From an optimization exercise on the open Yosys and OpenROAD flow, aimed at small area; shortcuts taken in it are not production practice.
The RTL was checked by simulation tests, not by an equivalence proof against the original design.
Power figures rest on the tool's default switching activity, not on a simulated workload.

==> inputs of 05-16 <==
Design LMC, start of the top module:
module LMC (reset_n, pclk, generation, data_valid, data, d_k_in, MUXSyncHeader, PIPEWIDTH, data_valid_out_1, data_valid_out_2, data_valid_out_3, data_valid_out_4, data_valid_out_5, data_valid_out_6, data_valid_out_7, data_valid_out_8, data_valid_out_9, data_valid_out_10, data_valid_out_11, data_valid_out_12, data_valid_out_13, data_valid_out_14, data_valid_out_15, data_valid_out_16, d_k_out_1, d_k_out_2, d_k_out_3, d_k_out_4, d_k_out_5, d_k_out_6, d_k_out_7, d_k_out_8, d_k_out_9, d_k_out_10, d_k_out_11, d_k_out_12, d_k_out_13, d_k_out_14, d_k_out_15, d_k_out_16, dataout_1, dataout_2, dataout_3, dataout_4, dataout_5, dataout_6, dataout_7, dataout_8, dataout_9, dataout_10, dataout_11, dataout_12, dataout_13, dataout_14, dataout_15, dataout_16, LMCSyncHeader_1, LMCSyncHeader_2, LMCSyncHeader_3, LMCSyncHeader_4, LMCSyncHeader_5, LMCSyncHeader_6, LMCSyncHeader_7, LMCSyncHeader_8, LMCSyncHeader_9, LMCSyncHeader_10, LMCSyncHeader_11, LMCSyncHeader_12, LMCSyncHeader_13, LMCSyncHeader_14, LMCSyncHeader_15, LMCSyncHeader_16);
input reset_n, pclk;
input [2:0] generation;
input [63:0] data_valid;
input [511:0] data;
input [63:0] d_k_in;
input MUXSyncHeader;
output data_valid_out_1, data_valid_out_2, data_valid_out_3, data_valid_out_4, data_valid_out_5, data_valid_out_6, data_valid_out_7, data_valid_out_8, data_valid_out_9, data_valid_out_10, data_valid_out_11, data_valid_out_12, data_valid_out_13, data_valid_out_14, data_valid_out_15, data_valid_out_16;
output [31:0] dataout_1, dataout_2, dataout_3, dataout_4, dataout_5, dataout_6, dataout_7, dataout_8, dataout_9, dataout_10, dataout_11, dataout_12, dataout_13, dataout_14, dataout_15, dataout_16;
output [3:0] d_k_out_1, d_k_out_2, d_k_out_3, d_k_out_4, d_k_out_5, d_k_out_6, d_k_out_7, d_k_out_8, d_k_out_9, d_k_out_10, d_k_out_11, d_k_out_12, d_k_out_13, d_k_out_14, d_k_out_15, d_k_out_16;
output [5:0] PIPEWIDTH;
  ...
Settings: LEC_CHECK=0, CAP_MARGIN=20, CORE_AREA=10 10 440 440, DIE_AREA=0 0 450 450, SLEW_MARGIN=20, SYNTH_HIERARCHICAL=1; clock period 5.0 ns.
run.sh (not shown) runs the stock make flow with config.mk's settings and CLKGATE_MAP_FILE= SYNTH_SCRIPT=/design/flow/synth_recipe.tcl, a recipe that flattens the netlist after the stock synthesis.
==> 06-25: changes against 05-16 <==
==> flow/flow/run.sh (new file) <==
#!/bin/bash
# Layout: the standard flow (standard synthesis included), with smaller port
# buffers, a clock tree without dummy loads, and power (area) recovery after routing.
set -euo pipefail
export BUFFER_PORTS_ARGS="-buffer_cell sky130_fd_sc_hd__buf_1"
export CTS_ARGS="-sink_clustering_enable -repair_clock_nets -dont_use_dummy_load"
export RECOVER_POWER=100
bash standard.sh > standard_flow.log 2>&1
==> flow/standard.sh (new file) <==
#!/bin/bash
# synth_recipe.tcl (not shown) runs the flow's synth.tcl, then flattens the netlist and writes it again
# the make line also repeats each setting of config.mk as NAME=value (left out here)
make -C /OpenROAD-flow-scripts/flow DESIGN_CONFIG=/design/flow/config.mk WORK_HOME=/design/flow/orfs CLKGATE_MAP_FILE= SYNTH_SCRIPT=/design/flow/synth_recipe.tcl "${@:-finish}"
removed: flow/run.sh
==> results.txt <==
	06-25	05-16
Logic gate share of total power	0.205	0.236
Part of the power in registers	0.427	0.363
Maximum achievable frequency	219.8 MHz	238.1 MHz
Arrival @ worst endpoint	5110 ps	4720 ps
Share of cell area taken by multi-input logic gates	0.2599	0.2068
Worst-case clock skew	34.66 ps	23.74 ps
Total Routing Usage GR	0.1894	0.1979
Status	failed layout checks	no timing/DRC/antenna violations
Violated checks	max-capacitance violations, max-slew violations	-
DPL Wire Length	161.8 mm	167.5 mm
Vias per cell	4.687	4.590
Met2 capacity usage during global routing	0.2994	0.3280
Sum of routed wire segments on met1	72.72 mm	78.29 mm
R2R setup slack	3150 ps	3220 ps
Max_slew headroom	-0.8760	0.2426
Int Power	8.443 mW	10.31 mW
Clock network share of area	0.05477	0.06260
Multi-input gate area in the final layout	8787 um^2	8823 um^2
Total clock network power	4.71 mW	6.04 mW
Worst-path maximum fanout	36	18
Maximum number of pins on one net before global-route repair	173	131
Source-to-sink clock delay at the later pin of the worst-skew pair	660 ps	710 ps
Clock buf count	74	107

==> port drivers added, routing unchanged <==
The results above use ideal ports. As a check the final layouts listed here were re-extracted and re-timed, cells and wires unchanged.
Step 1 (the two cells are an assumption about what drives the block):
set clk [get_ports {pclk}]
set_driving_cell -lib_cell sky130_fd_sc_hd__clkbuf_16 $clk
set_driving_cell -lib_cell sky130_fd_sc_hd__buf_2 [delete_from_list [all_inputs] $clk]
Step 2, shift: input delay + t, output delay - t, t = (earliest + latest rising clock arrival at the registers) / 2. This alone moves slack from input paths to output paths.
Slacks: ideal / step 1 / step 2; pairs: ideal / step 1.
run	shift t [ns]	setup WS [ns]	worst hold slack (ns)
05-16	0.782	0.801 / 0.759 / -0.023	0.378 / 0.367 / 0.485
06-25	0.740	0.451 / 0.423 / -0.317	0.486 / 0.486 / 0.486
For 05-16, which loses most, drivers alone change the setup slack by -0.042 ns; drivers and shift together by -0.824 ns.
